This is an optimization exercise on Yosys and OpenROAD, whose aim is small area, not a production implementation.
Only simulation tests tie the RTL to the original design; equivalence was not proved.
Power and IR drop assume default switching activity.

==> flow/design.v <==
module num_to_svnseg(
    input [3:0] in,
    output [6:0] out);
    localparam [15:0] SEG6 = 16'b1101_0111_1110_1101;   
    localparam [15:0] SEG5 = 16'b0010_0111_1001_1111;   
    localparam [15:0] SEG4 = 16'b0010_1111_1111_1011;   
    localparam [15:0] SEG3 = 16'b0111_1011_0110_1101;   
    localparam [15:0] SEG2 = 16'b1111_1101_0100_0101;   
    localparam [15:0] SEG1 = 16'b1101_1111_0111_0001;   
    localparam [15:0] SEG0 = 16'b1110_1111_0111_1100;   
    assign out = ~{SEG6[in], SEG5[in], SEG4[in], SEG3[in], SEG2[in], SEG1[in], SEG0[in]};
endmodule
module svnseg_controller(
    input clk,
    input rst,
    input [7:0] num,
    output dig1,
    output dig2,
    output dig3,
    output dig4,
    output seg0,
    output seg1,
    output seg2,
    output seg3,
    output seg4,
    output seg5,
    output seg6,
    output seg7);
    localparam [12:0] POL = 13'b1010101010101;
    reg [12:0] q;
    wire [12:0] s = q ^ POL;
    wire tick = (s == 13'd0);
    always @(posedge clk)
        if (rst)
            q <= POL;
        else
            q <= {s[11:0], s[12] ^ s[3] ^ s[2] ^ s[0] ^ (s[11:0] == 0)} ^ POL;
    reg [1:0] shown;
    reg blank;
    reg [3:0] nib;
    wire [1:0] shown_n = shown + 2'd1;
    always @(posedge clk) begin
        if (rst) begin
            shown <= 2'd3;
            blank <= 1'b1;
            nib <= 4'h0;
        end else if (tick) begin
            shown <= shown_n;
            blank <= 1'b0;
            nib <= (shown_n == 2'd0) ? num[3:0] : (shown_n == 2'd1) ? num[7:4] : 4'h0;
        end
    end
    wire [6:0] svn;
    num_to_svnseg decode(
        .in(nib),
        .out(svn));
    assign dig1 = blank || shown != 2'd0;
    assign dig2 = blank || shown != 2'd1;
    assign dig3 = blank || shown != 2'd2;
    assign dig4 = blank || shown != 2'd3;
    assign {seg0, seg1, seg2, seg3, seg4, seg5, seg6} = blank ? 7'h7F : svn;
    assign seg7 = 1'b1;
endmodule
module uart_rx(
    input clk,
    input rst,
    input uart_rxd,
    output data_valid,
    output reg [7:0] data);
    localparam [8:0] POL = 9'b101010101;
    localparam [8:0] S0 = 9'b000000001;
    localparam [8:0] S216 = 9'b001101011;
    localparam [8:0] T = 9'b011101101;
    localparam [3:0] IDLE = 4'd0, DV = 4'd1, START = 4'd2, STOP1 = 4'd3, STOP2 = 4'd4;
    reg [3:0] state;
    reg [8:0] q;
    wire [8:0] s = q ^ POL;
    wire [8:0] s_step = {s[7:0], s[8] ^ s[4]};
    wire term = (s == T);
    reg [3:0] state_n;
    reg [8:0] s_n;
    always @(*) begin
        state_n = state;
        s_n = s_step;
        if (state[3]) begin
            if (term) begin
                s_n = S0;
                state_n = (state[2:0] == 3'd7) ? STOP1 : state + 4'd1;
            end
        end else
        case (state)
            START: if (term) begin
                s_n = S0;
                state_n = uart_rxd ? IDLE : 4'b1000;
            end
            STOP1: if (term) begin
                s_n = S216;
                state_n = STOP2;
            end
            STOP2: if (term)
                state_n = DV;
            default: begin
                s_n = S216;
                state_n = uart_rxd ? IDLE : START;
            end
        endcase
    end
    always @(posedge clk) begin
        q <= s_n ^ POL;
        if (rst)
            state <= IDLE;
        else
            state <= state_n;
        if (rst)
            data <= 8'h00;
        else if (state[3] && term)
            data[state[2:0]] <= uart_rxd;
    end
    assign data_valid = (state == DV);
endmodule
module uart_tx(
    input clk,
    input rst,
    input data_valid,
    input [7:0] data,
    output reg uart_txd_n);
    localparam [8:0] POL = 9'b101010101;
    localparam [8:0] S0 = 9'b000000001;
    localparam [8:0] T = 9'b011101101;
    localparam [3:0] IDLE = 4'd0, START = 4'd1, STOP = 4'd2;
    reg [3:0] state;
    reg [8:0] q;
    wire [8:0] s = q ^ POL;
    wire [8:0] s_step = {s[7:0], s[8] ^ s[4]};
    wire term = (s == T);
    wire first = (s == S0);
    reg [3:0] state_n;
    reg [8:0] s_n;
    reg tx_n;
    always @(*) begin
        state_n = state;
        s_n = s_step;
        tx_n = 1'b1;
        if (state[3]) begin
            tx_n = first ? data[state[2:0]] : !uart_txd_n;
            if (term) begin
                s_n = S0;
                state_n = (state[2:0] == 3'd7) ? STOP : state + 4'd1;
            end
        end else
        case (state)
            START: begin
                tx_n = 1'b0;
                if (term) begin
                    s_n = S0;
                    state_n = 4'b1000;
                end
            end
            STOP: if (term)
                state_n = IDLE;
            default: begin
                s_n = S0;
                state_n = data_valid ? START : IDLE;
            end
        endcase
    end
    always @(posedge clk) begin
        q <= s_n ^ POL;
        if (rst) begin
            state <= IDLE;
            uart_txd_n <= 1'b0;
        end else begin
            state <= state_n;
            uart_txd_n <= !tx_n;
        end
    end
endmodule
module tonegen
(
    input clk,
    input rst,
    input [7:0] data,
    input data_valid,
    output signal
);
    localparam [18:0] TPOL = 19'b1010101010101010101;
    localparam [18:0] T0 = 19'b0000000000000000000;
    localparam [23:0] MPOL = 24'b010101010101010101010101;
    localparam [23:0] M1 = 24'b000000000000000000000001;
    localparam [23:0] MT = 24'b101011001111010011100010;
    reg [3:0] idx;
    reg [18:0] tq;
    reg waveform;
    reg mute;
    reg [23:0] mq;
    wire [18:0] ts = tq ^ TPOL;
    wire [23:0] ms = mq ^ MPOL;
    reg [3:0] idx_n;
    always @(*)
        case (data)
            8'h77: idx_n = 4'd1;
            8'h73: idx_n = 4'd2;
            8'h65: idx_n = 4'd3;
            8'h64: idx_n = 4'd4;
            8'h66: idx_n = 4'd5;
            8'h74: idx_n = 4'd6;
            8'h67: idx_n = 4'd7;
            8'h79: idx_n = 4'd8;
            8'h68: idx_n = 4'd9;
            8'h75: idx_n = 4'd10;
            8'h6A: idx_n = 4'd11;
            8'h6B: idx_n = 4'd12;
            default: idx_n = 4'd0;
        endcase
    localparam [303:0] TT = 304'h0daef5d10e7002a41bb409940c9c1e7ae43f04c0f0751346f24be5a104bc16a4ed05f9f3eeed;
    wire [18:0] target;
    genvar gi;
    generate for (gi = 0; gi < 19; gi = gi + 1) begin : tgt
        assign target[gi] = TT[gi * 16 + idx];
    end endgenerate
    wire start = data_valid;
    wire expire = (ms == MT);
    wire mute_n = !start && (mute || expire);
    wire match = (ts == target);
    always @(posedge clk) begin
        if (start || mute)
            mq <= M1 ^ MPOL;
        else
            mq <= {ms[22:0], ms[23] ^ ms[22] ^ ms[21] ^ ms[16]} ^ MPOL;
        if (rst) begin
            idx <= 4'd0;
            tq <= T0 ^ TPOL;
            waveform <= 1'b0;
            mute <= 1'b1;
        end else begin
            if (start)
                idx <= idx_n;
            mute <= mute_n;
            if (!mute_n) begin
                if (match) begin
                    tq <= T0 ^ TPOL;
                    waveform <= !waveform;
                end else
                    tq <= {ts[17:0], ts[18] ^ ts[5] ^ ts[1] ^ ts[0] ^ (ts[17:0] == 0)} ^ TPOL;
            end
        end
    end
    assign signal = !mute && waveform;
endmodule
module synth
(
    input FPGA_CLK,
    input RESET,
    input UART_RXD,
    output UART_TXD,
    output SVNSEG_DIG1,
    output SVNSEG_DIG2,
    output SVNSEG_DIG3,
    output SVNSEG_DIG4,
    output SVNSEG_SEG0,
    output SVNSEG_SEG1,
    output SVNSEG_SEG2,
    output SVNSEG_SEG3,
    output SVNSEG_SEG4,
    output SVNSEG_SEG5,
    output SVNSEG_SEG6,
    output SVNSEG_SEG7,
    output BEEP
);
    wire rx = !UART_RXD;
    wire valid;
    wire [7:0] data_byte;
    uart_rx uart_rx_inst
    (
        .clk(FPGA_CLK),
        .rst(RESET),
        .uart_rxd(rx),
        .data(data_byte),
        .data_valid(valid)
    );
    uart_tx uart_tx_inst
    (
        .clk(FPGA_CLK),
        .rst(RESET),
        .data(data_byte),
        .data_valid(valid),
        .uart_txd_n(UART_TXD)
    );
    svnseg_controller controller_inst
    (
        .clk(FPGA_CLK),
        .rst(RESET),
        .num(data_byte),
        .dig1(SVNSEG_DIG1),
        .dig2(SVNSEG_DIG2),
        .dig3(SVNSEG_DIG3),
        .dig4(SVNSEG_DIG4),
        .seg0(SVNSEG_SEG0),
        .seg1(SVNSEG_SEG1),
        .seg2(SVNSEG_SEG2),
        .seg3(SVNSEG_SEG3),
        .seg4(SVNSEG_SEG4),
        .seg5(SVNSEG_SEG5),
        .seg6(SVNSEG_SEG6),
        .seg7(SVNSEG_SEG7)
    );
    tonegen tonegen_inst
    (
        .clk(FPGA_CLK),
        .rst(RESET),
        .data(data_byte),
        .data_valid(valid),
        .signal(BEEP)
    );
endmodule
==> flow/run.sh <==
#!/bin/bash
# synth_recipe.tcl (not shown) runs the flow's synth.tcl, then flattens the netlist and writes it again
# the make line also repeats each setting of config.mk as NAME=value (left out here)
make -C /OpenROAD-flow-scripts/flow DESIGN_CONFIG=/design/flow/config.mk WORK_HOME=/design/flow/orfs CLKGATE_MAP_FILE= SYNTH_SCRIPT=/design/flow/synth_recipe.tcl finish
==> flow/config.mk <==
export PLATFORM = sky130hd
export DESIGN_NAME = synth
export DESIGN_NICKNAME = synth
export VERILOG_FILES = /design/flow/design.v
export SDC_FILE = /design/flow/constraint.sdc
export NUM_CORES = 4
export LEC_CHECK = 0
export CAP_MARGIN = 20
export CORE_MARGIN = 2
export CORE_UTILIZATION = 40
export SLEW_MARGIN = 20
==> flow/constraint.sdc <==
create_clock -name core_clock -period 10.0 [get_ports {FPGA_CLK}]
set_input_delay 2.0000 -clock core_clock [delete_from_list [all_inputs] [get_ports {FPGA_CLK}]]
set_output_delay 2.0000 -clock core_clock [all_outputs]
set_load 0.01 [all_outputs]
==> impl_metrics.py, run 1 <==
metrics = {
    "cts": {
        "clk_pin_slew_worst_paths_ps": 70,
        "cts_tree": "done",
        "clk_latency_ps": 340,
        "h-tree-depth": 3,
        "clk_path_buf_depth": 2,
        "clock_sinks": 104,
        "hold_buffers": 0,
        "cts_buffers": 9,
        "clock-root-buffer": "clkbuf_16",
        "post_cts_buffers": 0,
        "ctsResizeCount": 0,
    },
    "critical_path": {
        "cp_max_fo": 5,
        "cp-start-kind": "flop",
        "cp_data_required_time_ps": 8000,
        "arrival_ps": 2320,
        "critPathKind": "reg2out",
        "end_kind": "output port",
    },
    "cells_and_area": {
        "drive_gt1_share_pct": 5.844,
        "area_growth_pct": 9.670,
        "layout_commonest_cell": "dfxtp_1",
        "final_util_pct": 45.17,
        "nNetsFinal": 641,
        "ff_latch_area_um2": 2082,
        "multiInputGateArea_um2": 2899,
        "layout_common_cells": "104 x dfxtp_1, 82 x nor2_1, 79 x nand2_1, 35 x a21oi_1, 27 x ha_1",
        "n_fill_cell": 1290,
        "num_antenna_cells": 0,
    },
    "logic_synthesis": {
        "synth_fa_ha_area_share_pct": 6.447,
        "synth-seq-cells": 104,
        "synth_compound_area_share_pct": 18.08,
        "seq_area_frac_synth_pct": 39.73,
        "synth_top_area_share_pct": 39.73,
        "synth-edff-count": 0,
        "yosys.area_share.xor_xnor_pct": 4.513,
        "yosysTopAreaCell": "dfxtp_1",
        "synth_top_family_by_area": "simple AND/OR/NAND/NOR gates",
        "synth_nets": 650,
        "yosysUniqueCellTypes": 67,
        "ys_top_cells_by_area": "dfxtp_1 40%, ha_1 6.4%, nor2_1 5.9%",
        "synthCells": 620,
        "async_flop_share_pct": 0,
        "synthFlopType": "dfxtp_1",
        "synthMuxAreaShare_pct": 2.985,
        "synth-simple-area-share_pct": 23.14,
        "synth_area_per_cell_um2": 8.452,
        "yosysWarnings": 4,
        "netlist_area_um2": 5240,
    },
    "sta": {
        "rsz0062_at_grt": "no",
        "worst_slew_pin_slew_ps": 960.3,
        "hold_violations": 0,
        "max_freq_mhz": 231.5,
        "setup_viol": 0,
        "fin_crit_ps": 4320,
        "period_share_pct": 43.20,
        "finalMaxSlewViolations": 0,
        "tns_ps": 0,
        "relSlewSlack_pct": 35.89,
        "fin_skew_ps": 6.242,
    },
    "status": {
        "outcome": "complete, no violations",
    },
    "routing": {
        "dr.pass1.iters": 4,
        "drt_wl_total_um": 11050,
        "ant_nets": 0,
        "vias_per_cell": 5.324,
        "wl_per_cell_um": 14.03,
        "vias": 4195,
        "drc": 0,
        "drt_iter0_drc": 214,
    },
    "floorplan": {
        "ioPinCount": 17,
        "die_h_um": 118.5,
        "dieArea_um2": 14030,
        "die_w_um": 118.5,
        "num_rows": 41,
        "start_util_pct": 41.19,
        "coreArea_um2": 12720,
    },
    "power_and_ir_drop": {
        "leakagePower_nw": 2.147,
        "ir_worst_vdd_mv": 0.09908,
        "pwr-share-clk_pct": 35.5,
        "netSwitchingFraction_pct": 28.38,
        "p_total_uw": 947.0,
        "p_per_area_nw_per_um2": 164.8,
        "p_int_uw": 678.3,
        "power_frac_comb_pct": 15.1,
        "p_sw_uw": 268.8,
        "p_seq_share_pct": 49.4,
    },
    "global_route": {
        "grt_max_degree": 31,
        "gr-total-overflow": 0,
        "grt_pass1_vias": 3942,
        "grt_first_pass_wirelength_um": 19060,
        "grtUsageTotal_pct": 16.47,
        "antenna_found_initial": 0,
    },
    "placement": {
        "place_congestion": 0.8182,
        "io_buffers": 15,
        "dp_hpwl_um": 8026,
    },
    "hold_path": {
        "hp-class": "reg2reg",
    },
    "flow_run": {
        "cap_violations": 0,
    },
}
-- state kept, by name (all words and copies together) (netlist names), 4 cells and up, named ones only --
signal	flops
tonegen_inst.tq	19
tonegen_inst.mq	24
controller_inst.nib	4
tonegen_inst.idx	4
uart_rx_inst.data	8
controller_inst.q	13
uart_rx_inst.q	9
uart_tx_inst.q	9
uart_tx_inst.state	4
uart_rx_inst.state	4
-- path summary, 6_finish.rpt --
check	start	endpoint	slack [ps]	cells after the start
worst max register to register	tonegen_inst.idx[0]	tonegen_inst.tq[11]	6680	9
worst min-delay path	controller_inst.q[9]	controller_inst.q[10]	380	1
worst min register to register	controller_inst.q[9]	controller_inst.q[10]	380	1
worst max-delay path	controller_inst.nib[0]	SVNSEG_SEG3	5680	5
-- cell usage after synthesis (2+ instances only) --
library cell	instances
and4_1	2
and4b_1	2
a221oi_1	2
a32oi_1	3
o21a_1	3
buf_6	2
or4b_2	2
ha_1	27
nand3_1	11
nand4b_1	2
nor2_1	82
buf_2	10
xnor2_1	14
mux2i_1	10
o211ai_1	13
inv_1	23
buf_1	2
o311ai_0	4
nand3b_1	2
nor3b_1	3
and3_1	3
clkbuf_1	23
nor4bb_1	7
a311oi_1	3
nor3_1	9
o21ai_0	19
mux4_2	2
a221o_1	3
a211oi_1	19
or2_2	3
nand2b_1	9
a22oi_1	10
nand4_1	4
nor4b_1	4
a21oi_1	35
nor2b_1	12
nand2_1	79
o21bai_1	3
and2_1	2
o2111ai_1	2
xor2_1	13
or3_1	5
dfxtp_1	104
a31oi_1	5
-- layer usage --
layer | vias to the layer above | share of wire (%) | global-route usage (%)
met1 | 1973 | 47 | 21.59
met5 | - | 0 | 0
li1 | 2154 | - | -
met4 | 0 | 1.7 | 6.176
met2 | 53 | 48 | 27.60
met3 | 15 | 2.7 | 2.172
-- critical path: stages, from the launching register on --
cell             delay, ps
dfxtp_1                400
inv_1                  130
ha_1                   300
nor2b_1                130
o311ai_0               410
clkdlybuf4s50_1        610
-- logic make-up (layout without fill, tap and decap cells) --
group	Yosys count	after routing
AO/OA/AOI/OAI	138	138
AND/OR/NAND/NOR	248	248
adder cells (fa/ha/maj)	27	27
buffers and inverters	62	58
flip-flops	104	104
XOR/XNOR	27	27
other	1	1
multiplexers	13	13
-- power groups by stage --
stage               registers, mW  logic [mW]  clock network (mW)
floorplan                   0.461       0.114                   0
global placement            0.476       0.142                   0
detailed placement          0.477       0.145                   0
CTS                         0.468       0.145               0.346
global route                0.472       0.162               0.364
finish                      0.468       0.143               0.336
-- metrics by stage --
stage | cell area [µm²] | hold slack (ps) | instances | setup slack (ps)
2_1_floorplan | 5240 | 352.4 | 620 | 6593
3_5_place_dp | 5459 | 364.8 | 772 | 5530
3_3_place_gp | 5459 | 356.1 | 772 | 5580
4_1_cts | 5752 | 380.4 | 788 | 5673
6_report | 5747 | 378.8 | 788 | 5680
5_1_grt | 5747 | 400.9 | 788 | 5528
-- area by class of cell --
cell class,count,area share (%)
clock inverter,7,1.176
inverter,24,1.568
multi-input combinational,454,50.45
clock buffer,9,3.919
tap,172,3.745
sequential,104,36.23
timing repair buffer,18,2.917
==> run 2, diff against run 1 <==
--- a/flow/design.v
+++ b/flow/design.v
@@ -184,7 +184,7 @@
     output signal
 );
     localparam [18:0] TPOL = 19'b1010101010101010101;
-    localparam [18:0] T0 = 19'b0000000000000000000;
+    localparam [18:0] T0 = 19'b1000100100011000011;
     localparam [23:0] MPOL = 24'b010101010101010101010101;
     localparam [23:0] M1 = 24'b000000000000000000000001;
     localparam [23:0] MT = 24'b101011001111010011100010;
@@ -195,29 +195,28 @@
     reg [23:0] mq;
     wire [18:0] ts = tq ^ TPOL;
     wire [23:0] ms = mq ^ MPOL;
-    reg [3:0] idx_n;
-    always @(*)
-        case (data)
-            8'h77: idx_n = 4'd1;
-            8'h73: idx_n = 4'd2;
-            8'h65: idx_n = 4'd3;
-            8'h64: idx_n = 4'd4;
-            8'h66: idx_n = 4'd5;
-            8'h74: idx_n = 4'd6;
-            8'h67: idx_n = 4'd7;
-            8'h79: idx_n = 4'd8;
-            8'h68: idx_n = 4'd9;
-            8'h75: idx_n = 4'd10;
-            8'h6A: idx_n = 4'd11;
-            8'h6B: idx_n = 4'd12;
-            default: idx_n = 4'd0;
-        endcase
-    localparam [303:0] TT = 304'h0daef5d10e7002a41bb409940c9c1e7ae43f04c0f0751346f24be5a104bc16a4ed05f9f3eeed;
+    wire key = (data[7:5] == 3'b011) && ((!data[1] && data[2] && !data[3]) || (data[0] && !data[1] && !data[3] && !data[4]) || (data[0] && data[1] && !data[3] && data[4]) || (data[0] && !data[1] && !data[2] && data[3] && data[4]) || (data[2] && !data[3] && !data[4]) || (data[1] && !data[2] && data[3] && !data[4]) || (!data[0] && !data[2] && data[3] && !data[4]));
+    wire [3:0] idx_n = key ? {data[4], data[2:0]} : 4'b0001;
     wire [18:0] target;
-    genvar gi;
-    generate for (gi = 0; gi < 19; gi = gi + 1) begin : tgt
-        assign target[gi] = TT[gi * 16 + idx];
-    end endgenerate
+    assign target[0] = !((!idx[1] && !idx[3]) || (idx[2]));
+    assign target[1] = (!idx[2]) || (idx[0] && !idx[3]) || (idx[1] && !idx[3]);
+    assign target[2] = (!idx[2]) || (!idx[0] && !idx[1]);
+    assign target[3] = (!idx[3]) || (idx[1]) || (!idx[0]);
+    assign target[4] = (idx[0] && !idx[1]) || (!idx[1] && !idx[3]) || (!idx[2] && !idx[3]);
+    assign target[5] = !((idx[1] && !idx[2]) || (idx[0] && idx[2] && idx[3]) || (!idx[0] && !idx[3]));
+    assign target[6] = (!idx[0] && !idx[1] && !idx[2]) || (!idx[0] && idx[3]) || (idx[0] && idx[2] && !idx[3]);
+    assign target[7] = (!idx[2]) || (!idx[0]) || (idx[1] && idx[3]);
+    assign target[8] = !((idx[3]) || (idx[1] && idx[2]));
+    assign target[9] = (!idx[1] && !idx[2] && !idx[3]) || (!idx[0] && idx[1]);
+    assign target[10] = (!idx[0] && idx[2]) || (idx[0] && !idx[1] && !idx[2]);
+    assign target[11] = (idx[3]) || (idx[0]);
+    assign target[12] = !((!idx[1] && !idx[3]) || (!idx[0] && !idx[2]));
+    assign target[13] = !((!idx[1] && idx[3]) || (!idx[0] && !idx[1] && !idx[2]) || (idx[0] && idx[1] && idx[2] && !idx[3]));
+    assign target[14] = (!idx[0] && idx[3]) || (idx[0] && idx[1] && idx[2]) || (!idx[1] && !idx[2]);
+    assign target[15] = (idx[0] && idx[1] && idx[2] && !idx[3]) || (idx[0] && !idx[1] && idx[2] && idx[3]) || (!idx[1] && !idx[2] && !idx[3]);
+    assign target[16] = (idx[0] && !idx[1] && !idx[2]) || (idx[3]);
+    assign target[17] = 1'b1;
+    assign target[18] = !((!idx[0]) || (!idx[1] && idx[2]));
     wire start = data_valid;
     wire expire = (ms == MT);
     wire mute_n = !start && (mute || expire);
@@ -228,7 +227,7 @@
         else
             mq <= {ms[22:0], ms[23] ^ ms[22] ^ ms[21] ^ ms[16]} ^ MPOL;
         if (rst) begin
-            idx <= 4'd0;
+            idx <= 4'b0001;
             tq <= T0 ^ TPOL;
             waveform <= 1'b0;
             mute <= 1'b1;
@@ -241,7 +240,7 @@
                     tq <= T0 ^ TPOL;
                     waveform <= !waveform;
                 end else
-                    tq <= {ts[17:0], ts[18] ^ ts[5] ^ ts[1] ^ ts[0] ^ (ts[17:0] == 0)} ^ TPOL;
+                    tq <= {ts[17:0], ts[18] ^ ts[10] ^ ts[5] ^ ts[1] ^ (ts[17:0] == 0)} ^ TPOL;
             end
         end
     end
--- a/flow/config.mk
+++ b/flow/config.mk
@@ -8,4 +8,5 @@
 export CAP_MARGIN = 20
 export CORE_MARGIN = 2
 export CORE_UTILIZATION = 40
+export CTS_BUF_LIST = sky130_fd_sc_hd__clkbuf_8
 export SLEW_MARGIN = 20
==> impl_metrics.py, run 2 <==
metrics = {
    "logic_synthesis": {
        "synth-edff-count": 0,
        "synthFlopType": "dfxtp_1",
        "yosysWarnings": 4,
        "synthCells": 597,
        "synth-seq-cells": 104,
        "synth_top_area_share_pct": 41.29,
        "ys_top_cells_by_area": "dfxtp_1 41%, nor2_1 7.0%, ha_1 5.2%",
        "seq_area_frac_synth_pct": 41.29,
        "yosysUniqueCellTypes": 70,
        "netlist_area_um2": 5042,
        "async_flop_share_pct": 0,
        "yosysMostFrequentCell": "dfxtp_1",
        "synth_area_per_cell_um2": 8.446,
        "yosysTopAreaCell": "dfxtp_1",
        "ys_top_cells_by_count": "104 x dfxtp_1, 94 x nor2_1, 65 x nand2_1",
        "synth_nets": 621,
    },
    "cts": {
        "clk_path_buf_depth": 2,
        "h-tree-depth": 3,
        "ctsResizeCount": 0,
        "clock_sinks": 104,
        "clock-root-buffer": "clkbuf_8",
        "clk_latency_ps": 360,
        "post_cts_buffers": 0,
        "cts_buffers": 9,
        "clk_pin_slew_worst_paths_ps": 90,
        "hold_buffers": 0,
        "cts_tree": "done",
    },
    "power_and_ir_drop": {
        "ir_worst_vdd_mv": 0.05651,
        "leakagePower_nw": 2.011,
        "p_total_mw": 1.007,
        "p_per_area_nw_per_um2": 183.0,
    },
    "cells_and_area": {
        "reg.largest.list": "tonegen_inst.mq: 24 flops, tonegen_inst.tq: 19 flops, controller_inst.q: 13 flops",
        "design_area_um2": 5503,
        "ff_latch_area_um2": 2082,
        "area_growth_pct": 9.132,
        "final_util_pct": 44.14,
        "n_fill_cell": 1234,
        "layout_common_cells": "104 x dfxtp_1, 94 x nor2_1, 65 x nand2_1, 31 x a21oi_1, 30 x o21ai_0",
        "regMostFlops": "tonegen_inst.mq",
        "largest_reg_flops": 24,
        "drive_gt1_share_pct": 5.734,
        "multiInputGateArea_um2": 2690,
        "layout_commonest_cell": "dfxtp_1",
        "nNetsFinal": 612,
        "num_antenna_cells": 0,
    },
    "floorplan": {
        "start_util_pct": 40.45,
        "dieArea_um2": 13520,
        "die_w_um": 116.3,
        "num_rows": 41,
        "ioPinCount": 17,
        "die_h_um": 116.3,
        "coreArea_um2": 12470,
    },
    "critical_path": {
        "end_kind": "output port",
        "arrival_ps": 2110,
        "critPathKind": "reg2out",
        "cp-start-kind": "flop",
        "cp_max_fo": 5,
        "cp_data_required_time_ps": 8000,
    },
    "sta": {
        "hold_violations": 0,
        "max_freq_mhz": 243.1,
        "period_share_pct": 41.14,
        "tns_ps": 0,
        "relSlewSlack_pct": 32.66,
        "worst_slew_pin_slew_ps": 984.6,
        "setup_viol": 0,
        "rsz0062_at_grt": "no",
        "fin_crit_ps": 4114,
        "fin_skew_ps": 9.735,
        "finalMaxSlewViolations": 0,
    },
    "routing": {
        "wl_per_cell_um": 13.71,
        "dr.pass1.iters": 4,
        "vias": 4085,
        "drc": 0,
        "ant_nets": 0,
        "drt_iter0_drc": 237,
        "drt_wl_total_um": 10490,
        "vias_per_cell": 5.340,
    },
    "placement": {
        "io_buffers": 15,
        "dp_hpwl_um": 7188,
        "placed_cell_area_um2": 5235,
        "place_congestion": 0.8384,
    },
    "global_route": {
        "grt_first_pass_wirelength_um": 17760,
        "grt_max_degree": 41,
        "grt_pass1_vias": 3726,
        "gr-total-overflow": 0,
        "antenna_found_initial": 0,
        "grtUsageTotal_pct": 16.24,
    },
    "status": {
        "outcome": "complete, no violations",
    },
    "flow_run": {
        "cap_violations": 0,
    },
    "hold_path": {
        "hp-class": "reg2reg",
    },
}
==> run 2: cell types whose count changed after synthesis, sizes merged, moves of 7 or more <==
cell    previous run  this run
a211o              1        10
a211oi            19         8
mux2i             10         1
nand2             79        65
nand4b             2         9
nor2              82        95
o21ai             20        33
xor2              13         2
==> run 2: worst paths after layout <==
path	startpoint	to	slack, ps	depth (start not counted)
max	controller_inst.nib[0]	SVNSEG_SEG4	5890	5
min	controller_inst.q[1]	controller_inst.q[2]	390	1
max reg2reg	uart_rx_inst.state[0]	tonegen_inst.tq[14]	6820	8
min reg2reg	controller_inst.q[1]	controller_inst.q[2]	390	1
==> run 2: final cells by class <==
type                    count  area share, %
multi-input cells         434          48.89
repair buffers             17          3.001
flip-flops and latches    104          37.84
clock inverters             6          2.365
well taps                 172          3.911
clock buffers              10          2.501
inverters                  22          1.501
==> run 2: report_power, final <==
part / leakage, nW / internal [mW] / total [mW] / switching (mW)
registers: 0.845 / 0.440 / 0.476 / 0.0368
logic: 1.03 / 0.0933 / 0.195 / 0.102
clock network: 0.136 / 0.197 / 0.335 / 0.138
==> run 2: critical path, cell delays in order, from the launching register on <==
cell and delay, ps:
dfxtp_1 410, inv_1 120, ha_1 220, nor2b_1 120, o311ai_0 280, clkdlybuf4s50_1 600
==> run 2: logic make-up after synthesis <==
logic type	synth area share [%]
AND/OR/NAND/NOR	24.04
AO/OA/AOI/OAI	19.53
flip-flops	41.29
buffers and inverters	5.359
adder cells (fa/ha/maj)	5.211
XOR/XNOR	2.953
multiplexers	1.538
other	0.07437
==> run 2: through the flow <==
step | hold WS, ps | setup slack [ps] | instances
finish | 386.6 | 5886 | 765
CTS | 389.5 | 5862 | 765
global route | 400.7 | 5706 | 765
detailed placement | 367.7 | 6022 | 749
floorplan | 352.7 | 6725 | 597
global placement | 358.7 | 6067 | 749
==> run 2: layer usage <==
| layer | share of wire (%) | vias to the layer above | GRT usage [%] |
|---|---|---|---|
| li1 | - | 2074 | - |
| met1 | 49 | 1944 | 21.95 |
| met2 | 46 | 53 | 26.01 |
| met3 | 2.8 | 14 | 3.217 |
| met4 | 1.3 | 0 | 5.556 |
| met5 | 0 | - | 0 |
==> run 3, diff against run 2 <==
--- a/flow/config.mk
+++ b/flow/config.mk
@@ -8,5 +8,4 @@
 export CAP_MARGIN = 20
 export CORE_MARGIN = 2
 export CORE_UTILIZATION = 40
-export CTS_BUF_LIST = sky130_fd_sc_hd__clkbuf_8
 export SLEW_MARGIN = 20
==> impl_metrics.py, run 3 <==
metrics = {
    "critical_path": {
        "critPathBufInv": 2,
        "end_kind": "output port",
        "cp_data_required_time_ps": 8000,
        "slowest_delay_ps": 600,
        "critPathKind": "reg2out",
        "crit_path_cell_trace": "inv_1, ha_1, nor2b_1, o311ai_0, clkdlybuf4s50_1",
        "cp_top_family": "buffers and inverters",
        "cp_max_fo": 5,
        "slowest_stage": "clkdlybuf4s50_1",
        "cp-start-kind": "flop",
        "arrival_ps": 2070,
    },
    "cts": {
        "cts_buffers": 9,
        "ctsResizeCount": 0,
        "clock_sinks": 104,
        "clock-root-buffer": "clkbuf_16",
        "hold_buffers": 0,
        "post_cts_buffers": 0,
        "cts_tree": "done",
        "clk_latency_ps": 340,
        "clk_pin_slew_worst_paths_ps": 70,
        "clk_path_buf_depth": 2,
        "h-tree-depth": 3,
    },
    "global_route": {
        "grt_first_pass_wirelength_um": 17870,
        "antenna_found_initial": 0,
        "grtUsageTotal_pct": 16.34,
        "grt_max_degree": 41,
        "gr-total-overflow": 0,
        "grt_pass1_vias": 3747,
    },
    "logic_synthesis": {
        "async_flop_share_pct": 0,
        "synthFlopType": "dfxtp_1",
        "synth-edff-count": 0,
        "ys_top_cells_by_count": "104 x dfxtp_1, 94 x nor2_1, 65 x nand2_1",
        "yosysMostFrequentCell": "dfxtp_1",
        "synth_nets": 621,
        "netlist_area_um2": 5042,
        "ys_top_cells_by_area": "dfxtp_1 41%, nor2_1 7.0%, ha_1 5.2%",
        "synth-seq-cells": 104,
        "seq_area_frac_synth_pct": 41.29,
        "synth_top_area_share_pct": 41.29,
        "synth_area_per_cell_um2": 8.446,
        "synthCells": 597,
        "yosysWarnings": 4,
        "yosysUniqueCellTypes": 70,
        "yosysTopAreaCell": "dfxtp_1",
    },
    "routing": {
        "dr.pass1.iters": 4,
        "drc": 0,
        "ant_nets": 0,
        "drt_iter0_drc": 266,
        "drt_wl_total_um": 10520,
        "vias": 4098,
        "wl_per_cell_um": 13.75,
        "vias_per_cell": 5.357,
    },
    "sta": {
        "finalMaxSlewViolations": 0,
        "hold_violations": 0,
        "tns_ps": 0,
        "rsz0062_at_grt": "no",
        "fin_crit_ps": 4074,
        "max_freq_mhz": 245.4,
        "fin_skew_ps": 7.164,
        "setup_viol": 0,
        "worst_slew_pin_slew_ps": 993.8,
        "relSlewSlack_pct": 32.03,
        "period_share_pct": 40.74,
    },
    "floorplan": {
        "ioPinCount": 17,
        "dieArea_um2": 13520,
        "coreArea_um2": 12470,
        "start_util_pct": 40.45,
        "die_w_um": 116.3,
        "num_rows": 41,
        "die_h_um": 116.3,
    },
    "power_and_ir_drop": {
        "power_frac_comb_pct": 17.8,
        "p_seq_share_pct": 43.6,
        "ir_worst_vdd_mv": 0.07813,
        "pwr-share-clk_pct": 38.5,
        "p_sw_uw": 283.5,
        "netSwitchingFraction_pct": 25.96,
        "p_per_area_nw_per_um2": 194.9,
        "p_total_mw": 1.092,
        "p_int_uw": 808.9,
        "leakagePower_nw": 2.057,
    },
    "cells_and_area": {
        "regMostFlops": "tonegen_inst.mq",
        "drive_gt1_share_pct": 5.734,
        "reg.largest.list": "tonegen_inst.mq: 24 flops, tonegen_inst.tq: 19 flops, controller_inst.q: 13 flops",
        "area_growth_pct": 11.14,
        "nNetsFinal": 612,
        "layout_commonest_cell": "dfxtp_1",
        "largest_reg_flops": 24,
        "num_antenna_cells": 0,
        "layout_common_cells": "104 x dfxtp_1, 94 x nor2_1, 65 x nand2_1, 31 x a21oi_1, 30 x o21ai_0",
    },
    "placement": {
        "dp_hpwl_um": 7188,
        "io_buffers": 15,
        "place_congestion": 0.8384,
    },
    "hold_path": {
        "hp-class": "reg2reg",
    },
    "flow_run": {
        "cap_violations": 0,
    },
    "status": {
        "outcome": "complete, no violations",
    },
}
[run 3: changes by cell type in the layout (fill, tap and decap cells not counted)]
| cell | change |
|---|---|
| clkbuf_16 | +9 |
| clkbuf_8 | -9 |
[run 3: through the flow]
step	util (%)	cell area [µm²]	worst slack (ps)	cells	hold slack, ps
global placement	42.00	5235	6067	749	358.7
global route	44.96	5604	5746	765	393.0
finish	44.96	5604	5926	765	379.4
floorplan	-	5042	6725	597	352.7
CTS	44.96	5604	5902	765	383.5
detailed placement	42.00	5235	6022	749	367.7
[run 3: power by group through the flow]
| stage | Sequential, mW | Combinational, mW | Clock, mW |
|---|---|---|---|
| final | 0.477 | 0.195 | 0.421 |
| after global routing | 0.481 | 0.222 | 0.449 |
| after CTS | 0.476 | 0.196 | 0.432 |
| after detailed placement | 0.486 | 0.195 | 0 |
| after global placement | 0.484 | 0.192 | 0 |
| after floorplan | 0.469 | 0.145 | 0 |
[run 3: kinds of logic (layout without fill, tap and decap cells)]
logic type,after synthesis,count (layout),synth area share [%]
buffers and inverters,59,55,5.359
AND/OR/NAND/NOR,245,245,24.04
AO/OA/AOI/OAI,145,145,19.53
XOR/XNOR,17,17,2.953
flip-flops,104,104,41.29
adder cells (fa/ha/maj),21,21,5.211
other,1,1,0.07437
multiplexers,5,5,1.538
[run 3: per-layer routing]
| metal | GRT usage [%] | vias up | wire, µm |
|---|---|---|---|
| li1 | - | 2074 | - |
| met1 | 21.99 | 1943 | 5107 |
| met2 | 26.24 | 68 | 5000 |
| met3 | 3.062 | 13 | 289 |
| met4 | 5.952 | 0 | 122 |
| met5 | 0 | - | 0 |
[run 3: worst paths after layout]
check                           cells past startpoint  slack [ps]                   end              startpoint
worst max-delay path                                5        5930           SVNSEG_SEG4  controller_inst.nib[0]
worst min-delay path                                1         380  controller_inst.q[2]    controller_inst.q[1]
worst max register to register                      8        6830   tonegen_inst.tq[14]   uart_rx_inst.state[0]
worst min register to register                      1         380  controller_inst.q[2]    controller_inst.q[1]
[run 3: layout make-up]
cell class | count | area (µm²)
Inverter | 22 | 82.58
Clock buffer | 10 | 239.0
Timing Repair Buffer | 17 | 165.2
Sequential cell | 104 | 2082
Multi-Input combinational cell | 434 | 2690
Fill cell | 1228 | 6862
Clock inverter | 6 | 130.1
Tap cell | 172 | 215.2
==> run 4, diff against run 3 <==
==> flow/flow/run.sh (new file) <==
#!/bin/bash
# Own layout flow: the standard synthesis, then its combinational logic mapped
# again for area (registers untouched), then the standard layout steps with
# small port buffers and power recovery (downsizing of non-critical cells).
# Each tool's full output goes to a log file of its own in this folder.
set -euo pipefail
W=$(pwd)
F=$W/flow
R=$W/orfs/results/sky130hd/synth/base
LIB=$FLOW_HOME/platforms/sky130hd/lib/sky130_fd_sc_hd__tt_025C_1v80.lib

bash standard.sh synth > $W/log_1_standard_synth.log 2>&1
cp $R/1_2_yosys.v $W/standard_1_2_yosys.v

python3 $F/mkcells.py $LIB $W/comb_cells.v > $W/log_2_mkcells.log 2>&1
LIB=$LIB IN=$W/standard_1_2_yosys.v OUT=$W/remapped.v CELLS=$W/comb_cells.v ABCSCRIPT=$F/area.abc \
  yosys -c $F/remap.tcl > $W/log_3_remap.log 2>&1
cp $W/remapped.v $R/1_2_yosys.v
rm -f $R/1_synth.odb $R/1_synth.sdc

bash standard.sh finish \
  "BUFFER_PORTS_ARGS=-buffer_cell sky130_fd_sc_hd__buf_1" \
  RECOVER_POWER=100 \
  "CTS_ARGS=-sink_clustering_enable -repair_clock_nets -dont_use_dummy_load -buf_list sky130_fd_sc_hd__clkbuf_8" \
  > $W/log_4_standard_finish.log 2>&1
==> flow/flow/area.abc (new file) <==
strash; &get -n; &fraig -x; &put; scorr; dc2; strash; balance -l; resub -K 6 -l; rewrite -l; resub -K 6 -N 2 -l; refactor -l; resub -K 8 -l; balance -l; resub -K 8 -N 2 -l; rewrite -l; resub -K 10 -l; rewrite -z -l; resub -K 10 -N 2 -l; balance -l; resub -K 12 -l; refactor -z -l; resub -K 12 -N 2 -l; rewrite -z -l; balance -l; &get -n; &dch -f; &nf -R 1000; &put
==> flow/flow/mkcells.py (new file) <==
# Writes comb_cells.v: a Verilog model of every combinational sky130hd cell
# (from the liberty function attributes), for techmapping a mapped netlist back
# to plain logic. Tristate, power and sequential cells are left out.
import re, sys
lib = open(sys.argv[1]).read()
out = []
pos = 0
cells = [(m.start(), m.group(1)) for m in re.finditer(r'\n\s*cell\s*\(\s*"?(sky130_fd_sc_hd__\w+)"?\s*\)', lib)]
cells.append((len(lib), None))
for (s, name), (e, _) in zip(cells, cells[1:]):
    body = lib[s:e]
    if re.search(r'\b(ff|latch|statetable)\s*\(', body): continue
    if 'three_state' in body: continue
    pins = re.findall(r'\n\s*pin\s*\(\s*"?(\w+)"?\s*\)\s*\{(.*?)(?=\n\s*pin\s*\(|\Z)', body, re.S)
    ins, outs = [], []
    for pn, pb in pins:
        d = re.search(r'direction\s*:\s*"?(\w+)"?', pb)
        if not d: continue
        if d.group(1) == 'input': ins.append(pn)
        elif d.group(1) == 'output':
            f = re.search(r'function\s*:\s*"([^"]*)"', pb)
            if not f: break
            outs.append((pn, f.group(1)))
    else:
        if not outs: continue
        if any('VPWR' in f or 'VGND' in f for _, f in outs): continue
        ports = ins + [o for o, _ in outs]
        lines = ['module %s(%s);' % (name, ', '.join(ports))]
        lines += ['  input %s;' % p for p in ins] + ['  output %s;' % o for o, _ in outs]
        for o, f in outs:
            v = f.replace('!', '~').replace('*', '&').replace('+', '|')
            lines.append('  assign %s = %s;' % (o, v))
        lines.append('endmodule')
        out.append('\n'.join(lines))
open(sys.argv[2], 'w').write('\n'.join(out) + '\n')
print(len(out), 'cells')
==> flow/flow/remap.tcl (new file) <==
# Re-maps the combinational logic of the standard synthesis netlist for area.
# The registers stay exactly as the standard synthesis made them (same
# instances, names and cells): only combinational cells are turned back into
# logic (comb_cells.v, from the liberty functions) and mapped again by ABC.
# env: LIB, IN, OUT, CELLS, ABCSCRIPT
yosys -import
set lib $::env(LIB)
read_liberty -lib $lib
read_verilog -defer $::env(IN)
hierarchy -top synth
techmap -map $::env(CELLS)
techmap
opt -fast
opt_clean
tee -o $::env(OUT).before.stat stat -liberty $lib
abc -liberty $lib -dont_use *lpflow* -dont_use *probe* -script $::env(ABCSCRIPT)
opt_clean -purge
hilomap -singleton -hicell sky130_fd_sc_hd__conb_1 HI -locell sky130_fd_sc_hd__conb_1 LO
insbuf -buf sky130_fd_sc_hd__buf_4 A X
check -assert -mapped
tee -o $::env(OUT).stat stat -liberty $lib
write_verilog -noattr -nohex -nodec $::env(OUT)
==> flow/standard.sh (new file) <==
#!/bin/bash
# synth_recipe.tcl (not shown) runs the flow's synth.tcl, then flattens the netlist and writes it again
# the make line also repeats each setting of config.mk as NAME=value (left out here)
make -C /OpenROAD-flow-scripts/flow DESIGN_CONFIG=/design/flow/config.mk WORK_HOME=/design/flow/orfs CLKGATE_MAP_FILE= SYNTH_SCRIPT=/design/flow/synth_recipe.tcl "${@:-finish}"
--- a/flow/config.mk
+++ b/flow/config.mk
@@ -8,4 +8,5 @@
 export CAP_MARGIN = 20
 export CORE_MARGIN = 2
 export CORE_UTILIZATION = 40
+export CTS_BUF_LIST = sky130_fd_sc_hd__clkbuf_8
 export SLEW_MARGIN = 20
removed: flow/run.sh
==> impl_metrics.py, run 4 <==
metrics = {
    "cells_and_area": {
        "regMostFlops": "tonegen_inst.mq",
        "largest_reg_flops": 24,
        "layout_common_cells": "104 x dfxtp_1, 86 x nor2_1, 57 x nand2_1, 30 x a21oi_1, 25 x o21ai_0",
        "n_fill_cell": 1092,
        "area_growth_pct": 8.329,
        "nNetsFinal": 541,
        "drive_gt1_share_pct": 2.239,
        "num_antenna_cells": 0,
        "reg.largest.list": "tonegen_inst.mq: 24 flops, tonegen_inst.tq: 19 flops, controller_inst.q: 13 flops",
        "layout_commonest_cell": "dfxtp_1",
    },
    "critical_path": {
        "timing.rr.end": "tonegen_inst.tq[0]",
        "crit_path_start": "RESET",
        "arrival_ps": 4090,
        "reg2reg_slack_ps": 6690,
        "critPathKind": "in2reg",
        "cp-start-kind": "primary input",
        "end_kind": "flop",
        "timing.critical_path.to": "tonegen_inst.tq[0]",
        "ff2ff_path_depth": 10,
        "r2r-start": "tonegen_inst.idx[3]",
        "cp_max_fo": 46,
        "cp_data_required_time_ps": 10250,
    },
    "floorplan": {
        "dieArea_um2": 11740,
        "ioPinCount": 17,
        "die_w_um": 108.4,
        "num_rows": 38,
        "coreArea_um2": 10750,
        "start_util_pct": 40.54,
        "die_h_um": 108.4,
    },
    "power_and_ir_drop": {
        "p_total_uw": 895.9,
        "ir_worst_vdd_mv": 0.06843,
        "p_per_area_nw_per_um2": 189.8,
        "leakagePower_nw": 1.594,
    },
    "cts": {
        "h-tree-depth": 3,
        "clk_pin_slew_worst_paths_ps": 90,
        "clk_latency_ps": 370,
        "clk_path_buf_depth": 2,
        "ctsResizeCount": 0,
        "hold_buffers": 0,
        "clock-root-buffer": "clkbuf_8",
        "clock_sinks": 104,
        "cts_buffers": 9,
        "cts_tree": "done",
        "post_cts_buffers": 0,
    },
    "routing": {
        "dr.pass1.iters": 5,
        "drc": 0,
        "drt_iter0_drc": 291,
        "ant_nets": 0,
        "vias_per_cell": 5.652,
        "vias": 3821,
        "wl_per_cell_um": 14.25,
        "drt_wl_total_um": 9636,
    },
    "sta": {
        "period_share_pct": 38.37,
        "fin_skew_ps": 42.49,
        "setup_viol": 0,
        "relSlewSlack_pct": -21.70,
        "rsz0062_at_grt": "no",
        "hold_violations": 0,
        "finalMaxSlewViolations": 47,
        "fin_crit_ps": 3837,
        "worst_slew_pin_slew_ps": 1826,
        "max_freq_mhz": 260.6,
        "tns_ps": 0,
    },
    "logic_synthesis": {
        "synthCells": 511,
        "synth_nets": 514,
        "synth_area_per_cell_um2": 8.526,
        "netlist_area_um2": 4357,
        "yosysWarnings": 4,
    },
    "placement": {
        "dp_hpwl_um": 6636,
        "place_congestion": 0.8965,
        "io_buffers": 15,
    },
    "status": {
        "outcome": "complete, but fails checks",
        "violations": "capacitance limit, slew limit",
    },
    "global_route": {
        "antenna_found_initial": 0,
        "grt_use_met2_pct": 25.65,
        "grt_pass1_vias": 3377,
        "busiest_layer": "met2",
        "grt_max_degree": 47,
        "grt_use_met3_pct": 5.003,
        "grt_first_pass_wirelength_um": 16130,
        "met1_usage_pct": 24.22,
        "gr-total-overflow": 0,
        "grtUsageTotal_pct": 17.07,
    },
    "flow_run": {
        "cap_violations": 1,
    },
    "hold_path": {
        "hp-class": "reg2reg",
    },
}
run 4: where the power goes:
| part | internal (mW) | leakage [nW] | switching [mW] |
|---|---|---|---|
| registers | 0.450 | 0.849 | 0.0555 |
| logic | 0.0771 | 0.680 | 0.114 |
| clock network | 0.0811 | 0.0647 | 0.119 |
run 4: layout make-up:
type                       instances  area (µm²)  share of cell area [%]
tap                              140       175.2                   3.712
timing repair buffer              17       71.32                   1.511
multi-input combinational        396        2230                   47.24
clock buffer                       9       123.9                   2.625
inverter                          10       37.54                  0.7953
sequential                       104        2082                   44.11
run 4: worst min path at each step:
stage,to,cells after the start,from
after detailed placement,uart_rx_inst.q[8],1,uart_rx_inst.q[7]
final,uart_rx_inst.q[2],1,uart_rx_inst.q[1]
after CTS,uart_rx_inst.q[8],1,uart_rx_inst.q[7]
after floorplan,uart_rx_inst.q[2],1,uart_rx_inst.q[1]
after global routing,uart_rx_inst.q[2],1,uart_rx_inst.q[1]
after global placement,uart_tx_inst.q[2],1,uart_tx_inst.q[1]
run 4: routing by layer:
metal / up-vias / share of wire, %
li1: 1926 / -
met1: 1795 / 49
met2: 86 / 45
met3: 14 / 4.7
met4: 0 / 1.1
met5: - / 0
run 4: stage by stage:
step	util, %	std cells	cell area, µm²	hold slack, ps	worst slack [ps]
floorplan	-	511	4357	352.7	6909
global placement	42.78	667	4597	362.3	6541
detailed placement	42.78	667	4597	368.2	6507
CTS	43.93	676	4721	389.3	6364
global route	43.92	676	4720	404.5	5927
finish	43.92	676	4720	385.2	6163
run 4: critical path, cell delays in order:
cell and delay, ps:
clkbuf_1 1280, nor2_1 510, o211a_1 290
==> run 5, diff against run 4 <==
--- a/flow/design.v
+++ b/flow/design.v
@@ -183,7 +183,7 @@
     input data_valid,
     output signal
 );
-    localparam [18:0] TPOL = 19'b1010101010101010101;
+    localparam [18:0] TPOL = 19'b0000000000000000000;
     localparam [18:0] T0 = 19'b1000100100011000011;
     localparam [23:0] MPOL = 24'b010101010101010101010101;
     localparam [23:0] M1 = 24'b000000000000000000000001;
--- a/flow/flow/run.sh
+++ b/flow/flow/run.sh
@@ -1,7 +1,7 @@
 #!/bin/bash
 # Own layout flow: the standard synthesis, then its combinational logic mapped
-# again for area (registers untouched), then the standard layout steps with
-# small port buffers and power recovery (downsizing of non-critical cells).
+# again for area (registers untouched), then the standard layout steps
+# with buf_1 port buffers and a clkbuf_8 clock tree without dummy loads.
 # Each tool's full output goes to a log file of its own in this folder.
 set -euo pipefail
 W=$(pwd)
@@ -20,6 +20,5 @@
 
 bash standard.sh finish \
   "BUFFER_PORTS_ARGS=-buffer_cell sky130_fd_sc_hd__buf_1" \
-  RECOVER_POWER=100 \
   "CTS_ARGS=-sink_clustering_enable -repair_clock_nets -dont_use_dummy_load -buf_list sky130_fd_sc_hd__clkbuf_8" \
   > $W/log_4_standard_finish.log 2>&1
==> flow/flow/area.abc (replaced) <==
strash; &get -n; &fraig -x; &put; scorr; dc2; strash; &get -n; &deepsyn -T 60; &put; &get -n; &dch -f; &nf -R 1000; &put
==> impl_metrics.py, run 5 <==
metrics = {
    "cells_and_area": {
        "final_util_pct": 44.24,
        "regMostFlops": "tonegen_inst.mq",
        "area_growth_pct": 8.348,
        "layout_commonest_cell": "dfxtp_1",
        "nNetsFinal": 511,
        "num_antenna_cells": 0,
        "reg.largest.list": "tonegen_inst.mq: 24 flops, tonegen_inst.tq: 19 flops, controller_inst.q: 13 flops",
        "largest_reg_flops": 24,
        "design_area_um2": 4547,
        "drive_gt1_share_pct": 2.174,
        "layout_common_cells": "104 x dfxtp_1, 70 x nor2_1, 64 x nand2_1, 27 x a21oi_1, 27 x o21ai_0",
        "instances_no_fill": 642,
    },
    "global_route": {
        "grt_pass1_vias": 3323,
        "antenna_found_initial": 0,
        "grt_first_pass_wirelength_um": 15100,
        "grt_max_degree": 39,
        "gr-total-overflow": 0,
        "grtUsageTotal_pct": 16.31,
    },
    "logic_synthesis": {
        "synth_nets": 485,
        "synth_area_per_cell_um2": 8.706,
        "netlist_area_um2": 4197,
        "synthCells": 482,
        "yosysWarnings": 4,
    },
    "sta": {
        "tns_ps": 0,
        "max_freq_mhz": 262.0,
        "timing.hold.ws_ps": 367.6,
        "period_share_pct": 38.16,
        "fin_crit_ps": 3816,
        "setup_viol": 0,
        "worst_slew_pin_slew_ps": 970.6,
        "finalMaxSlewViolations": 0,
        "hold_violations": 0,
        "relSlewSlack_pct": 34.79,
        "fin_skew_ps": 17.20,
        "rsz0062_at_grt": "no",
    },
    "routing": {
        "drt_iter0_drc": 288,
        "vias_per_cell": 5.483,
        "vias": 3520,
        "wl_per_cell_um": 13.48,
        "drc": 0,
        "dr.pass1.iters": 5,
        "drt_wl_total_um": 8654,
        "ant_nets": 0,
    },
    "placement": {
        "io_buffers": 15,
        "post-place-cells": 633,
        "dp_hpwl_um": 6204,
        "place_congestion": 0.9112,
        "placed_cell_area_um2": 4423,
    },
    "cts": {
        "clock_sinks": 104,
        "clk_latency_ps": 350,
        "clock-root-buffer": "clkbuf_8",
        "cts_buffers": 9,
        "hold_buffers": 0,
        "h-tree-depth": 3,
        "clk_path_buf_depth": 2,
        "clk_pin_slew_worst_paths_ps": 90,
        "ctsResizeCount": 0,
        "cts_tree": "done",
        "post_cts_buffers": 0,
    },
    "critical_path": {
        "cp-start-kind": "flop",
        "cp_max_fo": 7,
        "arrival_ps": 1820,
        "ff2ff_path_depth": 9,
        "r2r-start": "tonegen_inst.idx[0]",
        "timing.rr.end": "tonegen_inst.tq[9]",
        "crit_path_start": "controller_inst.nib[0]",
        "end_kind": "output port",
        "reg2reg_slack_ps": 7310,
        "cp_data_required_time_ps": 8000,
        "critPathKind": "reg2out",
    },
    "floorplan": {
        "num_rows": 37,
        "die_w_um": 106.4,
        "dieArea_um2": 11330,
        "die_h_um": 106.4,
        "start_util_pct": 40.83,
        "ioPinCount": 17,
        "coreArea_um2": 10280,
    },
    "power_and_ir_drop": {
        "p_per_area_nw_per_um2": 147.8,
        "ir_worst_vdd_mv": 0.08669,
        "leakagePower_nw": 1.571,
    },
    "status": {
        "outcome": "complete, no violations",
    },
    "hold_path": {
        "min_path_cells": 1,
        "worstHoldEndpoint": "uart_rx_inst.q[8]",
        "hp-class": "reg2reg",
        "min_from": "uart_rx_inst.q[7]",
    },
    "flow_run": {
        "cap_violations": 0,
    },
}
## run 5: worst max path at each step
stage	to	slack (ps)	cells after the start
after floorplan	SVNSEG_SEG1	6760	4
after global placement	tonegen_inst.tq[11]	6370	5
after detailed placement	tonegen_inst.tq[11]	6360	5
after CTS	SVNSEG_SEG1	6170	6
after global routing	SVNSEG_SEG1	6040	6
final	SVNSEG_SEG1	6180	6
## run 5: cell type report
cell class / count / area (µm²)
multi-input cells: 367 / 2069
fillers: 1051 / 5731
repair buffers: 16 / 63.81
flip-flops and latches: 104 / 2082
inverters: 10 / 37.54
clock buffers: 9 / 123.9
well taps: 136 / 170.2
## run 5: stage by stage
| stage | power [mW] | setup WS [ps] |
|---|---|---|
| global route | 0.7056 | 6039 |
| global placement | 0.4816 | 6371 |
| CTS | 0.6830 | 6165 |
| detailed placement | 0.4825 | 6364 |
| floorplan | 0.4689 | 6756 |
| finish | 0.6720 | 6184 |
## run 5: critical path, stage by stage, from the launching register on
cell     delay, ps
dfxtp_1        430
or2_0          230
nand4_1        130
o21ai_0        120
nor2_1          90
or3_1          340
buf_1          130
## run 5: report_power, final
| part | internal (mW) | switching [mW] | total (mW) | leakage, nW |
|---|---|---|---|---|
| logic | 0.0161 | 0.0246 | 0.0407 | 0.664 |
| registers | 0.422 | 0.00968 | 0.432 | 0.843 |
| clock network | 0.0810 | 0.118 | 0.199 | 0.0647 |
| total | 0.519 | 0.153 | 0.672 | 1.57 |
## run 5: layer usage
layer  track usage, %  routed length, µm  vias to the layer above
li1                 -                  -                     1797
met1            21.08               3993                     1615
met2            25.46               4065                       85
met3            4.598                364                       23
met4            7.050                232                        0
met5                0                  0                        -
==> run 6, diff against run 5 <==
--- a/flow/design.v
+++ b/flow/design.v
@@ -43,13 +43,14 @@
         if (rst) begin
             shown <= 2'd3;
             blank <= 1'b1;
-            nib <= 4'h0;
         end else if (tick) begin
             shown <= shown_n;
             blank <= 1'b0;
-            nib <= (shown_n == 2'd0) ? num[3:0] : (shown_n == 2'd1) ? num[7:4] : 4'h0;
         end
     end
+    always @(posedge clk)
+        if (tick)
+            nib <= (shown_n == 2'd0) ? num[3:0] : (shown_n == 2'd1) ? num[7:4] : 4'h0;
     wire [6:0] svn;
     num_to_svnseg decode(
         .in(nib),
@@ -68,15 +69,16 @@
     output data_valid,
     output reg [7:0] data);
     localparam [8:0] POL = 9'b101010101;
-    localparam [8:0] S0 = 9'b000000001;
-    localparam [8:0] S216 = 9'b001101011;
-    localparam [8:0] T = 9'b011101101;
+    localparam [8:0] S0 = 9'b110101101;
+    localparam [8:0] S216 = 9'b010011100;
+    localparam [8:0] T = 9'b000101011;
+    localparam [8:0] TM = 9'b101111110;
     localparam [3:0] IDLE = 4'd0, DV = 4'd1, START = 4'd2, STOP1 = 4'd3, STOP2 = 4'd4;
     reg [3:0] state;
     reg [8:0] q;
     wire [8:0] s = q ^ POL;
-    wire [8:0] s_step = {s[7:0], s[8] ^ s[4]};
-    wire term = (s == T);
+    wire [8:0] s_step = {s[7:0], s[8] ^ s[3]};
+    wire term = ((s & TM) == (T & TM));
     reg [3:0] state_n;
     reg [8:0] s_n;
     always @(*) begin
@@ -125,15 +127,17 @@
     input [7:0] data,
     output reg uart_txd_n);
     localparam [8:0] POL = 9'b101010101;
-    localparam [8:0] S0 = 9'b000000001;
-    localparam [8:0] T = 9'b011101101;
+    localparam [8:0] S0 = 9'b110101101;
+    localparam [8:0] T = 9'b000101011;
+    localparam [8:0] TM = 9'b101111110;
+    localparam [8:0] FM = 9'b101110100;
     localparam [3:0] IDLE = 4'd0, START = 4'd1, STOP = 4'd2;
     reg [3:0] state;
     reg [8:0] q;
     wire [8:0] s = q ^ POL;
-    wire [8:0] s_step = {s[7:0], s[8] ^ s[4]};
-    wire term = (s == T);
-    wire first = (s == S0);
+    wire [8:0] s_step = {s[7:0], s[8] ^ s[3]};
+    wire term = ((s & TM) == (T & TM));
+    wire first = ((s & FM) == (S0 & FM));
     reg [3:0] state_n;
     reg [8:0] s_n;
     reg tx_n;
@@ -184,7 +188,7 @@
     output signal
 );
     localparam [18:0] TPOL = 19'b0000000000000000000;
-    localparam [18:0] T0 = 19'b1000100100011000011;
+    localparam [18:0] T0 = 19'b1100010010001100001;
     localparam [23:0] MPOL = 24'b010101010101010101010101;
     localparam [23:0] M1 = 24'b000000000000000000000001;
     localparam [23:0] MT = 24'b101011001111010011100010;
@@ -198,25 +202,25 @@
     wire key = (data[7:5] == 3'b011) && ((!data[1] && data[2] && !data[3]) || (data[0] && !data[1] && !data[3] && !data[4]) || (data[0] && data[1] && !data[3] && data[4]) || (data[0] && !data[1] && !data[2] && data[3] && data[4]) || (data[2] && !data[3] && !data[4]) || (data[1] && !data[2] && data[3] && !data[4]) || (!data[0] && !data[2] && data[3] && !data[4]));
     wire [3:0] idx_n = key ? {data[4], data[2:0]} : 4'b0001;
     wire [18:0] target;
-    assign target[0] = !((!idx[1] && !idx[3]) || (idx[2]));
-    assign target[1] = (!idx[2]) || (idx[0] && !idx[3]) || (idx[1] && !idx[3]);
-    assign target[2] = (!idx[2]) || (!idx[0] && !idx[1]);
-    assign target[3] = (!idx[3]) || (idx[1]) || (!idx[0]);
-    assign target[4] = (idx[0] && !idx[1]) || (!idx[1] && !idx[3]) || (!idx[2] && !idx[3]);
-    assign target[5] = !((idx[1] && !idx[2]) || (idx[0] && idx[2] && idx[3]) || (!idx[0] && !idx[3]));
-    assign target[6] = (!idx[0] && !idx[1] && !idx[2]) || (!idx[0] && idx[3]) || (idx[0] && idx[2] && !idx[3]);
-    assign target[7] = (!idx[2]) || (!idx[0]) || (idx[1] && idx[3]);
-    assign target[8] = !((idx[3]) || (idx[1] && idx[2]));
-    assign target[9] = (!idx[1] && !idx[2] && !idx[3]) || (!idx[0] && idx[1]);
-    assign target[10] = (!idx[0] && idx[2]) || (idx[0] && !idx[1] && !idx[2]);
-    assign target[11] = (idx[3]) || (idx[0]);
-    assign target[12] = !((!idx[1] && !idx[3]) || (!idx[0] && !idx[2]));
-    assign target[13] = !((!idx[1] && idx[3]) || (!idx[0] && !idx[1] && !idx[2]) || (idx[0] && idx[1] && idx[2] && !idx[3]));
-    assign target[14] = (!idx[0] && idx[3]) || (idx[0] && idx[1] && idx[2]) || (!idx[1] && !idx[2]);
-    assign target[15] = (idx[0] && idx[1] && idx[2] && !idx[3]) || (idx[0] && !idx[1] && idx[2] && idx[3]) || (!idx[1] && !idx[2] && !idx[3]);
-    assign target[16] = (idx[0] && !idx[1] && !idx[2]) || (idx[3]);
-    assign target[17] = 1'b1;
-    assign target[18] = !((!idx[0]) || (!idx[1] && idx[2]));
+    assign target[0] = (!idx[2]) || (idx[0] && !idx[3]) || (idx[1] && !idx[3]);
+    assign target[1] = (!idx[2]) || (!idx[0] && !idx[1]);
+    assign target[2] = (!idx[3]) || (idx[1]) || (!idx[0]);
+    assign target[3] = (idx[0] && !idx[1]) || (!idx[1] && !idx[3]) || (!idx[2] && !idx[3]);
+    assign target[4] = !((idx[1] && !idx[2]) || (idx[0] && idx[2] && idx[3]) || (!idx[0] && !idx[3]));
+    assign target[5] = (!idx[0] && !idx[1] && !idx[2]) || (!idx[0] && idx[3]) || (idx[0] && idx[2] && !idx[3]);
+    assign target[6] = (!idx[2]) || (!idx[0]) || (idx[1] && idx[3]);
+    assign target[7] = !((idx[3]) || (idx[1] && idx[2]));
+    assign target[8] = (!idx[1] && !idx[2] && !idx[3]) || (!idx[0] && idx[1]);
+    assign target[9] = (!idx[0] && idx[2]) || (idx[0] && !idx[1] && !idx[2]);
+    assign target[10] = (idx[3]) || (idx[0]);
+    assign target[11] = !((!idx[1] && !idx[3]) || (!idx[0] && !idx[2]));
+    assign target[12] = !((!idx[1] && idx[3]) || (!idx[0] && !idx[1] && !idx[2]) || (idx[0] && idx[1] && idx[2] && !idx[3]));
+    assign target[13] = (!idx[0] && idx[3]) || (idx[0] && idx[1] && idx[2]) || (!idx[1] && !idx[2]);
+    assign target[14] = (idx[0] && idx[1] && idx[2] && !idx[3]) || (idx[0] && !idx[1] && idx[2] && idx[3]) || (!idx[1] && !idx[2] && !idx[3]);
+    assign target[15] = (idx[0] && !idx[1] && !idx[2]) || (idx[3]);
+    assign target[16] = 1'b1;
+    assign target[17] = !((!idx[0]) || (!idx[1] && idx[2]));
+    assign target[18] = (!idx[0] && !idx[1] && idx[2]) || (idx[3]) || (idx[0] && idx[1] && !idx[2]);
     wire start = data_valid;
     wire expire = (ms == MT);
     wire mute_n = !start && (mute || expire);
@@ -226,14 +230,13 @@
             mq <= M1 ^ MPOL;
         else
             mq <= {ms[22:0], ms[23] ^ ms[22] ^ ms[21] ^ ms[16]} ^ MPOL;
+        if (start)
+            idx <= idx_n;
         if (rst) begin
-            idx <= 4'b0001;
             tq <= T0 ^ TPOL;
             waveform <= 1'b0;
             mute <= 1'b1;
         end else begin
-            if (start)
-                idx <= idx_n;
             mute <= mute_n;
             if (!mute_n) begin
                 if (match) begin
==> impl_metrics.py, run 6 <==
metrics = {
    "cts": {
        "h-tree-depth": 3,
        "clock-root-buffer": "clkbuf_8",
        "cts_buffers": 9,
        "post_cts_buffers": 0,
        "clk_pin_slew_worst_paths_ps": 90,
        "clock_sinks": 104,
        "ctsResizeCount": 0,
        "cts_tree": "done",
        "clk_latency_ps": 360,
        "clk_path_buf_depth": 2,
        "hold_buffers": 0,
    },
    "global_route": {
        "antenna_found_initial": 0,
        "grt_pass1_vias": 3204,
        "grt_max_degree": 21,
        "grtUsageTotal_pct": 16.89,
        "grt_first_pass_wirelength_um": 15260,
        "gr-total-overflow": 0,
    },
    "routing": {
        "vias": 3408,
        "vias_per_cell": 5.444,
        "ant_nets": 0,
        "dr.pass1.iters": 5,
        "drc": 0,
        "drt_wl_total_um": 8967,
        "drt_iter0_drc": 192,
        "wl_per_cell_um": 14.32,
    },
    "floorplan": {
        "die_h_um": 105.5,
        "coreArea_um2": 10140,
        "die_w_um": 105.5,
        "num_rows": 37,
        "ioPinCount": 17,
        "start_util_pct": 40.64,
        "dieArea_um2": 11130,
    },
    "logic_synthesis": {
        "synthCells": 466,
        "netlist_area_um2": 4120,
        "yosysWarnings": 4,
        "synth_nets": 469,
        "synth_area_per_cell_um2": 8.842,
    },
    "cells_and_area": {
        "num_antenna_cells": 0,
        "area_growth_pct": 8.564,
        "regMostFlops": "tonegen_inst.mq",
        "n_fill_cell": 1023,
        "drive_gt1_share_pct": 2.449,
        "largest_reg_flops": 24,
        "reg.largest.list": "tonegen_inst.mq: 24 flops, tonegen_inst.tq: 19 flops, controller_inst.q: 13 flops",
        "layout_common_cells": "96 x dfxtp_1, 68 x nor2_1, 61 x nand2_1, 35 x a21oi_1, 32 x o21ai_0",
        "layout_commonest_cell": "dfxtp_1",
        "nNetsFinal": 495,
        "design_area_um2": 4473,
    },
    "critical_path": {
        "arrival_ps": 1940,
        "crit_path_cell_trace": "or2_0, a31oi_1, a21boi_0, o22ai_1, buf_1",
        "critPathKind": "reg2out",
        "cp-start-kind": "flop",
        "end_kind": "output port",
        "slowest_delay_ps": 490,
        "cp_data_required_time_ps": 8000,
        "cp_max_fo": 7,
        "slowest_stage": "edfxtp_1",
    },
    "sta": {
        "fin_skew_ps": 25.71,
        "rsz0062_at_grt": "no",
        "tns_ps": 0,
        "finalMaxSlewViolations": 0,
        "max_freq_mhz": 253.7,
        "fin_crit_ps": 3941,
        "hold_violations": 0,
        "relSlewSlack_pct": 34.14,
        "worst_slew_pin_slew_ps": 980.3,
        "setup_viol": 0,
        "period_share_pct": 39.41,
    },
    "power_and_ir_drop": {
        "ir_worst_vdd_mv": 0.08334,
        "p_per_area_nw_per_um2": 157.3,
        "leakagePower_nw": 1.539,
    },
    "placement": {
        "io_buffers": 15,
        "place_congestion": 0.9210,
        "dp_hpwl_um": 6450,
        "placed_cell_area_um2": 4347,
    },
    "status": {
        "outcome": "complete, no violations",
    },
    "flow_run": {
        "cap_violations": 0,
    },
    "hold_path": {
        "hp-class": "reg2reg",
    },
}
run 6: cell count changes in the layout (fill, tap and decap cells not counted), sizes merged, moves of 8 or more:
| cell | previous run | this run |
|---|---|---|
| nand3 | 8 | 16 |
| nand3b | 8 | 0 |
| edfxtp | 0 | 8 |
| dfxtp | 104 | 96 |
| nand2b | 17 | 5 |
| a21oi | 27 | 35 |
run 6: area by class of cell:
class	count	area [µm²]	share of cell area [%]
clock buffer	9	123.9	2.769
inverter	16	60.06	1.343
multi-input combinational	345	1893	42.32
sequential	104	2162	48.34
tap	136	170.2	3.804
timing repair buffer	16	63.81	1.427
run 6: where the power goes:
group / internal, mW / leakage [nW] / total [mW] / switching, mW
clock network: 0.0810 / 0.0647 / 0.199 / 0.118
registers: 0.431 / 0.852 / 0.445 / 0.0141
logic: 0.0226 / 0.622 / 0.0595 / 0.0369
run 6: path summary, 6_finish.rpt:
kind	from	end	slack, ps	cells past startpoint
setup / recovery	controller_inst.nib[2]	SVNSEG_SEG6	6060	5
hold / removal	uart_tx_inst.q[6]	uart_tx_inst.q[7]	380	1
setup reg to reg	tonegen_inst.idx[1]	tonegen_inst.tq[14]	7310	9
hold reg to reg	uart_tx_inst.q[6]	uart_tx_inst.q[7]	380	1
run 6: per-layer routing:
metal  up-vias  track usage, %  routed length, µm
li1       1713               -                  -
met3        11           2.350                373
met2        70           25.90               3982
met1      1614           23.94               4478
met4         0           6.955                132
met5         -               0                  0
run 6: through the flow:
stage	utilization [%]	worst slack [ps]	power [mW]	hold slack, ps	std cells
after floorplan	-	6644	0.4949	353.8	466
after global placement	42.87	5966	0.5123	356.0	617
after detailed placement	42.87	5880	0.5143	363.3	617
after CTS	44.09	6045	0.7123	377.7	626
after global routing	44.12	5953	0.7391	389.5	626
final	44.12	6059	0.7038	376.8	626
run 6: critical path, delay by kind of cell, from the launching register on:
family,cells,cell delay [ps]
simple gates,1,290
compound gates,3,670
flops,1,490
buf+inv,1,140

[static timing again, ports no longer ideal]
No port has a modelled driver above. Below, the same layouts with a new extraction and two added sets of constraints.
Step 1, drivers: a clkbuf_16 drives FPGA_CLK and a buf_2 each remaining input, both assumed.
Step 2 times the ports against the registers' clock, not the clock port: input delays grow and output delays shrink by t, the midpoint of the rising clock arrivals with the driver on.
a / b / c = ideal / step 1 / step 2; a / b = the first two.
run | t (ns) | setup slack, ns | worst register clock-pin slew, ns
run 1 | 0.378 | 5.680 / 5.642 / 6.020 | 0.07 / 0.07
run 2 | 0.392 | 5.886 / 5.852 / 6.081 | 0.10 / 0.10
run 3 | 0.371 | 5.926 / 5.888 / 6.071 | 0.07 / 0.07
run 4 | 0.379 | 6.163 / 6.153 / 5.774 | 0.11 / 0.11
run 5 | 0.371 | 6.184 / 6.153 / 6.369 | 0.09 / 0.09
run 6 | 0.380 | 6.059 / 6.025 / 6.229 | 0.10 / 0.10
The setup slack of run 4, which loses most, moves by -0.010 ns with the drivers and by -0.389 ns with both steps.
